Context: an optimization exercise on an open-source flow, tuned for small area and a short achievable clock period. The choices shown serve that exercise and are no tape-out recipe.
At most, simulation tests tie the RTL to the original design; equivalence was not proved.
Power is estimated from default activity; no workload was simulated.

## ex_datapath
module ex_datapath(
    input  wire        CLK,
    input  wire [31:0] A,
    input  wire [31:0] Rm,
    input  wire [11:0] I,
    input  wire [1:0]  AM,
    input  wire        CIN,
    input  wire [3:0]  Op,
    output reg  [31:0] Out,
    output wire        Z,
    output wire        N,
    output reg         C,
    output reg         V
);
clock: 9.0 ns
lec_check: 0
cap_margin: 50
core_margin: 2
core_utilization: 40
cts_buf_list: sky130_fd_sc_hd__clkbuf_4 sky130_fd_sc_hd__clkbuf_8
slew_margin: 60
tns_end_percent: 5
standard.sh (not shown) runs the stock make flow with config.mk's settings and CLKGATE_MAP_FILE= SYNTH_SCRIPT=/design/flow/synth_recipe.tcl, a recipe that flattens the netlist after the stock synthesis.
==> flow/flow/run.sh <==
#!/bin/bash
set -euo pipefail
MARGIN=5.7
export BUFFER_PORTS_ARGS="-buffer_cell sky130_fd_sc_hd__buf_1"
sed "s|\"\${@:-finish}\"|SETUP_SLACK_MARGIN=${MARGIN} \"\${@:-finish}\"|" standard.sh > standard_margin.sh
grep -q "SETUP_SLACK_MARGIN=${MARGIN}" standard_margin.sh
bash standard_margin.sh > flow_make.log 2>&1
The first run produced a clean layout.
==> next run, changes <==
--- a/flow/flow/run.sh
+++ b/flow/flow/run.sh
@@ -2,3 +2,3 @@
 set -euo pipefail
-MARGIN=5.7
+MARGIN=5.9
 export BUFFER_PORTS_ARGS="-buffer_cell sky130_fd_sc_hd__buf_1"
Result:
- The new run went through all stages and came out clean
- non-clock buffer count climbs by 4
- final area decreases by about 0.36%
- setup slack is better by 0.029 ns
- critical path depth is higher by 2
No functional check of the RTL was part of any run of this note.

* * *

## try-quartz
Another version of the RTL of ex_datapath (not shown whole).
For scale: ~930 cells after synthesis, roughly 110 flip-flops, roughly 120 I/O pins.
==> flow/config.mk <==
export PLATFORM = sky130hd
export DESIGN_NAME = ex_datapath
export DESIGN_NICKNAME = ex_datapath
export VERILOG_FILES = /design/flow/design.v
export SDC_FILE = /design/flow/constraint.sdc
export NUM_CORES = 4
export LEC_CHECK = 0
export CAP_MARGIN = 20
export CORE_MARGIN = 2
export CORE_UTILIZATION = 40
export CTS_BUF_LIST = sky130_fd_sc_hd__clkbuf_4 sky130_fd_sc_hd__clkbuf_8
export CTS_CLUSTER_DIAMETER = 100
export CTS_CLUSTER_SIZE = 40
export SLEW_MARGIN = 20
==> flow/constraint.sdc <==
create_clock -name core_clock -period 9.0 [get_ports {CLK}]
set_input_delay 1.8000 -clock core_clock [delete_from_list [all_inputs] [get_ports {CLK}]]
set_output_delay 1.8000 -clock core_clock [all_outputs]
set_load 0.01 [all_outputs]
==> flow/flow/run.sh <==
#!/bin/bash
set -euo pipefail
MARGIN=5.5
export BUFFER_PORTS_ARGS="-buffer_cell sky130_fd_sc_hd__buf_1"
sed "s|\"\${@:-finish}\"|SETUP_SLACK_MARGIN=${MARGIN} \"\${@:-finish}\"|" standard.sh > standard_margin.sh
grep -q "SETUP_SLACK_MARGIN=${MARGIN}" standard_margin.sh
bash standard_margin.sh > flow_make.log 2>&1
try-quartz went all the way through the flow, and no timing, DRC or antenna check failed.
The following lists how try-lagoon was set up differently from try-quartz:
- SLEW_MARGIN: 20 -> 60
- TNS_END_PERCENT: unset -> 5
- CAP_MARGIN: 20 -> 50
- CTS_CLUSTER_SIZE: 40 -> unset
- CTS_CLUSTER_DIAMETER: 100 -> unset
--- a/flow/flow/run.sh
+++ b/flow/flow/run.sh
@@ -1,5 +1,5 @@
 #!/bin/bash
 set -euo pipefail
-MARGIN=5.5
+MARGIN=5.6
 export BUFFER_PORTS_ARGS="-buffer_cell sky130_fd_sc_hd__buf_1"
 sed "s|\"\${@:-finish}\"|SETUP_SLACK_MARGIN=${MARGIN} \"\${@:-finish}\"|" standard.sh > standard_margin.sh
Findings:
- Maximum clock rate, try-lagoon vs try-quartz: up slightly
- Vias: try-lagoon above try-quartz
- try-quartz -> try-lagoon: power spent charging and discharging nets increased by a few percent
- Looking at sequential share of layout area, try-lagoon sits 0.86 points lower than try-quartz does.
- The flow did not stop early for try-lagoon: all stages ran, and the layout cleared the timing, design-rule and antenna checks.
- Diff try-quartz -> try-lagoon: total power up about 4%; area of combinational cells with multiple inputs up 3.2%; fraction of cell area in non-clock buffers up 1.2 points.
- The lower worst hold slack came out of try-lagoon.
- try-lagoon has worst setup slack after layout above what try-quartz had.
- Sequential cell count: try-lagoon vs try-quartz identical
- From try-lagoon to try-quartz, instance count of the mapped netlist did not move at all.
What try-pepper does differently from try-lagoon at the input level:
- a change of CAP_MARGIN from 50 to 20
- a deleted TNS_END_PERCENT that had been 5
- a change of SLEW_MARGIN from 60 to 20
--- a/flow/flow/run.sh
+++ b/flow/flow/run.sh
@@ -1,5 +1,5 @@
 #!/bin/bash
 set -euo pipefail
-MARGIN=5.6
+MARGIN=5.5
 export BUFFER_PORTS_ARGS="-buffer_cell sky130_fd_sc_hd__buf_1"
 sed "s|\"\${@:-finish}\"|SETUP_SLACK_MARGIN=${MARGIN} \"\${@:-finish}\"|" standard.sh > standard_margin.sh
==> comparison <==
Taking try-lagoon as the reference, in try-pepper length in cells of the worst reg-to-reg path shrank by 1; global-route wire length before repair grew by 1.0%; overall power shrank by about 4%; final layout net count shrank by 13; global-route met1 utilization grew by 0.35 points. The share of cell area taken by multi-input logic gates in try-pepper sits 0.39 points above the value recorded for try-lagoon. Every run in the comparison, try-pepper and try-lagoon, completed the flow with a clean layout.
The following lists how try-cedar was set up differently from try-pepper:
- CTS_BUF_LIST: sky130_fd_sc_hd__clkbuf_4 sky130_fd_sc_hd__clkbuf_8 -> unset
==> flow/flow/run.sh <==
#!/bin/bash
set -euo pipefail
MARGIN=6
sed "s|\"\${@:-finish}\"|SETUP_SLACK_MARGIN=${MARGIN} \"\${@:-finish}\"|" standard.sh > standard_margin.sh
grep -q "SETUP_SLACK_MARGIN=${MARGIN}" standard_margin.sh
bash standard_margin.sh > flow_make.log 2>&1
--- outcome ---
Compared with try-pepper, try-cedar shows a higher post-layout instance count excluding filler cells. | routed wire length | try-cedar vs try-pepper | about 35% higher |. try-cedar completed; timing, DRC and antenna clean. Higher combinational cell fraction of total power was reported by try-cedar, not try-pepper. Critical path depth sits lower in try-cedar than in try-pepper. try-cedar ends up with a register-to-register setup slack that is 190 ps higher than in try-pepper. try-cedar vs try-pepper — overall power rose about 35%. Maximum frequency: try-cedar vs try-pepper up about 5%. Routed length per instance (try-cedar / try-pepper): 1.3. Worst slack on hold paths: try-pepper and try-cedar compared, higher one is try-pepper.
The inputs of try-indigo differ from those of try-cedar as listed below.
--- a/flow/flow/run.sh
+++ b/flow/flow/run.sh
@@ -1,5 +1,6 @@
 #!/bin/bash
 set -euo pipefail
-MARGIN=6
+MARGIN=5
+export BUFFER_PORTS_ARGS="-buffer_cell sky130_fd_sc_hd__buf_1"
 sed "s|\"\${@:-finish}\"|SETUP_SLACK_MARGIN=${MARGIN} \"\${@:-finish}\"|" standard.sh > standard_margin.sh
 grep -q "SETUP_SLACK_MARGIN=${MARGIN}" standard_margin.sh
## What came out
Looking at standard cell with the maximum stage delay on the critical path, the mux4_2 result is from try-indigo; the clkdlybuf4s15_1 one comes from try-cedar. Changes observed in try-indigo relative to try-cedar: number of global-route vias before repair went down; final instance count without filler cells now sits lower; number of nets in the layout fell by 115. Delta(final non-filler cell area, try-indigo - try-cedar) < 0. Comparing area used by multi-input combinational logic for try-indigo and try-cedar, the smaller number came from try-indigo. Across both runs, clock share of power was higher for try-indigo than for try-cedar. [compare] base=try-cedar new=try-indigo: non-clock buffer count in the final layout went down 45%, final worst setup slack went down 620 ps, first-pass GRT wire length went down 8000 um.

* * *

Another version of the RTL of ex_datapath (not shown whole).
For scale: roughly 0.0081 sq mm of cells after synthesis.
## ex_datapath
module ex_datapath(
    input  wire        CLK,
    input  wire [31:0] A,
    input  wire [31:0] Rm,
    input  wire [11:0] I,
    input  wire [1:0]  AM,
    input  wire        CIN,
    input  wire [3:0]  Op,
    output reg  [31:0] Out,
    output wire        Z,
    output wire        N,
    output reg         C,
    output reg         V
);
clock: 9.0 ns
lec_check: 0
cap_margin: 20
core_margin: 2
core_utilization: 40
cts_buf_list: sky130_fd_sc_hd__clkbuf_4 sky130_fd_sc_hd__clkbuf_8
slew_margin: 20
synth_hierarchical: 1
tns_end_percent: 5
==> flow/flow/run.sh <==
#!/bin/bash
set -euo pipefail
MARGIN=6.25
export BUFFER_PORTS_ARGS="-buffer_cell sky130_fd_sc_hd__buf_1"
sed "s|\"\${@:-finish}\"|SETUP_SLACK_MARGIN=${MARGIN} \"\${@:-finish}\"|" standard.sh > standard_margin.sh
grep -q "SETUP_SLACK_MARGIN=${MARGIN}" standard_margin.sh
bash standard_margin.sh > flow_make.log 2>&1
The starting point finished clean.
Change:
--- a/flow/flow/run.sh
+++ b/flow/flow/run.sh
@@ -1,5 +1,5 @@
 #!/bin/bash
 set -euo pipefail
-MARGIN=6.25
+MARGIN=6.05
 export BUFFER_PORTS_ARGS="-buffer_cell sky130_fd_sc_hd__buf_1"
 sed "s|\"\${@:-finish}\"|SETUP_SLACK_MARGIN=${MARGIN} \"\${@:-finish}\"|" standard.sh > standard_margin.sh
Outcome: Cell count fell slightly; hold slack improved by 9.9 ps; first-iteration DRC count fell by a quarter to a third; flip-flop and latch count does not change; sequential power is about the same; sequential share of layout area increases by 0.54 points; synthesized cell count does not change.
No run of this note included a check of the RTL's function; only the layout flow was run.

* * *

== alpha ==
The RTL this note starts from:
==> flow/design.v <==
module ALU(
    input  [31:0] X,
    input  [31:0] R,
    input  [3:0]  gt,
    input  [3:0]  eq,
    input  [7:0]  ge,
    input         fill,
    input         CIN,
    input  [3:0]  Op,
    output [31:0] Out,
    output        C, V
);
    wire add   = (Op[3:1] == 3'b000);
    wire fsub  = (Op[3:1] == 3'b001);
    wire rsub  = (Op[3:1] == 3'b010);
    wire arith = add | fsub | rsub;
    wire cin   = rsub ? ~(Op[0] & CIN) : (add | fsub) & Op[0] & CIN;
    wire vg = fsub | (Op == 4'b0110) | (Op == 4'b0111);
    wire vp = add | rsub | (Op == 4'b0111) | (Op == 4'b1000) | (Op == 4'b1010);
    wire vk = fsub | (Op == 4'b1001) | (Op == 4'b1011) | (Op == 4'b1100);
    wire wg = vg ^ vk, wp = vp ^ vk;
    wire [31:0] keep;
    genvar j;
    generate for (j = 0; j < 32; j = j + 1) begin : g_keep
        assign keep[j] = gt[j / 8] | (eq[j / 8] & ge[j % 8]);
    end endgenerate
    wire [31:0] Y = (R & keep) | ({32{fill}} & ~keep);
    wire [31:0] p  = X ^ Y;
    wire [31:0] g  = X & Y;
    wire [31:0] gk = g & {32{arith}};
    wire [31:0] G0 = {gk[31:1], gk[0] | (p[0] & cin)};
    wire [31:0] P0 = p;
    wire [31:0] G1, P1, G2, P2, G3, P3, G4, P4, G5, P5;
    genvar i;
    generate for (i = 0; i < 32; i = i + 1) begin : g_pf
        if (i & 1) begin
            assign G1[i] = G0[i] | (P0[i] & G0[i - 1]);
            assign P1[i] = P0[i] & P0[i - 1];
        end else begin
            assign G1[i] = G0[i]; assign P1[i] = P0[i];
        end
        if (i & 2) begin
            assign G2[i] = G1[i] | (P1[i] & G1[(i & ~1) - 1]);
            assign P2[i] = P1[i] & P1[(i & ~1) - 1];
        end else begin
            assign G2[i] = G1[i]; assign P2[i] = P1[i];
        end
        if (i & 4) begin
            assign G3[i] = G2[i] | (P2[i] & G2[(i & ~3) - 1]);
            assign P3[i] = P2[i] & P2[(i & ~3) - 1];
        end else begin
            assign G3[i] = G2[i]; assign P3[i] = P2[i];
        end
        if (i & 8) begin
            assign G4[i] = G3[i] | (P3[i] & G3[(i & ~7) - 1]);
            assign P4[i] = P3[i] & P3[(i & ~7) - 1];
        end else begin
            assign G4[i] = G3[i]; assign P4[i] = P3[i];
        end
        if (i & 16) begin
            assign G5[i] = G4[i] | (P4[i] & G4[(i & ~15) - 1]);
            assign P5[i] = P4[i] & P4[(i & ~15) - 1];
        end else begin
            assign G5[i] = G4[i]; assign P5[i] = P4[i];
        end
    end endgenerate
    wire [31:0] c    = {G5[30:0], cin};
    wire        cout = G5[31];
    wire        pall = P5[31];
    wire [31:0] L    = {32{vk}} ^ ((g & {32{wg}}) | (p & {32{wp}}));
    assign Out = L ^ c;
    assign C = add ? cout : (fsub | rsub) & cout & ~pall;
    assign V = arith & (c[31] ^ cout);
endmodule
module ShifterSignExtender(
    input  [31:0] Rm,
    input  [11:0] I,
    input  [1:0]  AM,
    input         en,        
    output [31:0] R,         
    output [3:0]  gt,
    output [3:0]  eq,
    output [7:0]  ge,
    output        fill
);
    wire        am_sh = AM[1] & AM[0];
    wire [4:0]  sh    = I[11:7];
    wire [1:0]  ty    = I[6:5];
    wire        lsl   = ~ty[1] & ~ty[0];
    wire        asr   = ty[1] & ~ty[0];
    wire [31:0] s;
    assign s[7:0]   = AM[0] ? Rm[7:0] : I[7:0];
    assign s[11:8]  = AM[0] ? Rm[11:8] : (I[11:8] & {4{AM[1]}});
    assign s[31:12] = Rm[31:12] & {20{AM[0]}};
    wire [4:0] nsh = 5'd0 - sh;
    wire [4:0] amt;
    assign amt[0]   = am_sh & sh[0];
    assign amt[4:1] = am_sh ? (lsl ? nsh[4:1] : sh[4:1])
                            : (I[11:8] & {4{~AM[0] & ~AM[1]}});
    wire [31:0] r0 = amt[0] ? {s[0],     s[31:1]}   : s;
    wire [31:0] r1 = amt[1] ? {r0[1:0],  r0[31:2]}  : r0;
    wire [31:0] r2 = amt[2] ? {r1[3:0],  r1[31:4]}  : r1;
    wire [31:0] r3 = amt[3] ? {r2[7:0],  r2[31:8]}  : r2;
    assign R       = amt[4] ? {r3[15:0], r3[31:16]} : r3;
    wire masked = am_sh & (ty != 2'b11);
    genvar a, b;
    generate for (a = 0; a < 4; a = a + 1) begin : g_a
        wire [1:0] aa = lsl ? a : 3 - a;
        assign gt[a] = en & (~masked | (aa > sh[4:3]));
        assign eq[a] = en & masked & (aa == sh[4:3]);
    end endgenerate
    generate for (b = 0; b < 8; b = b + 1) begin : g_b
        wire [2:0] bb = lsl ? b : 7 - b;
        assign ge[b] = (bb >= sh[2:0]);
    end endgenerate
    assign fill = en & am_sh & asr & Rm[31];
endmodule
module ex_datapath(
    input  wire        CLK,
    input  wire [31:0] A,
    input  wire [31:0] Rm,
    input  wire [11:0] I,
    input  wire [1:0]  AM,
    input  wire        CIN,
    input  wire [3:0]  Op,
    output reg  [31:0] Out,
    output wire        Z,
    output wire        N,
    output reg         C,
    output reg         V
);
    wire invA = (Op[3:1] == 3'b001) | (Op[3:1] == 3'b010) | (Op == 4'b1100);
    wire zA   = (Op[3:1] == 3'b101) | (Op[3:2] == 2'b11 & Op[1:0] != 2'b00);
    wire enB  = (Op != 4'b1001);
    wire [31:0] sh_r;
    wire [3:0]  sh_gt, sh_eq;
    wire [7:0]  sh_ge;
    wire        sh_fill;
    ShifterSignExtender shifter(.Rm(Rm), .I(I), .AM(AM), .en(enB),
        .R(sh_r), .gt(sh_gt), .eq(sh_eq), .ge(sh_ge), .fill(sh_fill));
    reg [31:0] x_q, r_q;
    reg [3:0]  gt_q, eq_q;
    reg [7:0]  ge_q;
    reg        fill_q, cin_q;
    reg [3:0]  op_q;
    always @(posedge CLK) begin
        x_q    <= (A & {32{~zA}}) ^ {32{invA}};
        r_q    <= sh_r;
        gt_q   <= sh_gt;
        eq_q   <= sh_eq;
        ge_q   <= sh_ge;
        fill_q <= sh_fill;
        cin_q  <= CIN;
        op_q   <= Op;
    end
    wire [31:0] alu_out;
    wire        alu_c, alu_v;
    ALU alu(.X(x_q), .R(r_q), .gt(gt_q), .eq(eq_q), .ge(ge_q), .fill(fill_q),
            .CIN(cin_q), .Op(op_q), .Out(alu_out), .C(alu_c), .V(alu_v));
    reg [7:0] zb;    
    always @(posedge CLK) begin
        Out <= alu_out;
        C   <= alu_c;
        V   <= alu_v;
        zb  <= {~|alu_out[31:28], ~|alu_out[27:24], ~|alu_out[23:20], ~|alu_out[19:16],
                ~|alu_out[15:12], ~|alu_out[11:8],  ~|alu_out[7:4],   ~|alu_out[3:0]};
    end
    assign Z = &zb;
    assign N = Out[31];
endmodule
clock: 9.0 ns
lec_check: 0
cap_margin: 20
core_margin: 2
core_utilization: 40
slew_margin: 20
==> flow/flow/run.sh <==
#!/bin/bash
set -euo pipefail
MARGIN=6
export BUFFER_PORTS_ARGS="-buffer_cell sky130_fd_sc_hd__buf_1"
sed "s|\"\${@:-finish}\"|SETUP_SLACK_MARGIN=${MARGIN} \"\${@:-finish}\"|" standard.sh > standard_margin.sh
grep -q "SETUP_SLACK_MARGIN=${MARGIN}" standard_margin.sh
bash standard_margin.sh > flow_make.log 2>&1
The final layout from alpha, which completed every stage, passed the timing, design-rule and antenna checks at the end of the flow.
For beta, these inputs were changed with respect to alpha:
--- a/flow/flow/run.sh
+++ b/flow/flow/run.sh
@@ -2,3 +2,3 @@
 set -euo pipefail
-MARGIN=6
+MARGIN=5.5
 export BUFFER_PORTS_ARGS="-buffer_cell sky130_fd_sc_hd__buf_1"
Findings:
beta ended with every stage complete and zero timing, DRC or antenna violations.
Of the two values seen for launching instance or port of the critical path, I[8] was produced by alpha and I[6] by beta.
[compare] base=alpha new=beta: latest clock arrival within the worst-skew pair roughly the same, power share of the clock group higher, maximum frequency lower, share of cell area taken by flip-flops and latches higher.
For total negative slack for setup checks, beta and alpha come out practically identical.
On via count, beta does better than alpha.
Relative to alpha, the cell count measured on beta has decreased by a few percent.
beta does worse than alpha on setup slack.
Measured against each other, alpha and beta differ in total power, the higher figure coming from alpha.
No run of this note included a check of the RTL's function; only the layout flow was run.

[separate check: timing with driven ports]
In the flow no input, the clock included, has a driving cell. The finished layouts below were timed again as built, in two steps.
Step 1 (the two cells are an assumption about what drives the block):
set clk [get_ports {CLK}]
set_driving_cell -lib_cell sky130_fd_sc_hd__clkbuf_16 $clk
set_driving_cell -lib_cell sky130_fd_sc_hd__buf_2 [delete_from_list [all_inputs] $clk]
Step 2 adds t to the input delays and takes it off the output delays; t is the mean of the earliest and latest rising clock arrival at the registers after step 1. Input paths then give back, and output paths get back, about the clock's delay inside the block.
Three values: ideal, step 1, step 2; two values: the first two.
run | shift t [ns] | slack for setup (ns) | clock arrival spread, ns | worst register clock-pin slew, ns | pins driven straight from the clock port
the first run of note 1 | 0.483 | 5.592 / 5.592 / 5.169 | 0.017 / 0.017 | 0.07 / 0.07 | 1
the second run of note 1 | 0.490 | 5.621 / 5.593 / 5.176 | 0.007 / 0.008 | 0.07 / 0.07 | 1
try-quartz | 0.429 | 5.596 / 5.596 / 5.220 | 0.016 / 0.016 | 0.11 / 0.11 | 1
try-lagoon | 0.434 | 5.610 / 5.623 / 5.189 | 0.020 / 0.020 | 0.11 / 0.11 | 1
try-pepper | 0.429 | 5.596 / 5.596 / 5.220 | 0.016 / 0.016 | 0.11 / 0.11 | 1
try-cedar | 0.403 | 5.766 / 5.773 / 5.384 | 0.014 / 0.013 | 0.08 / 0.08 | 1
try-indigo | 0.402 | 5.150 / 5.150 / 4.865 | 0.007 / 0.007 | 0.07 / 0.07 | 1
the first run of note 3 | 0.487 | 5.456 / 5.456 / 5.277 | 0.018 / 0.018 | 0.08 / 0.08 | 1
the second run of note 3 | 0.490 | 5.441 / 5.441 / 5.045 | 0.018 / 0.017 | 0.08 / 0.08 | 1
alpha | 0.463 | 5.688 / 5.660 / 5.197 | 0.012 / 0.012 | 0.06 / 0.06 | 1
beta | 0.466 | 5.583 / 5.607 / 5.142 | 0.005 / 0.005 | 0.06 / 0.06 | 1
After both steps every run listed still meets setup and hold. For alpha, which loses most, drivers alone change the setup slack by -0.028 ns; drivers and shift together by -0.491 ns.
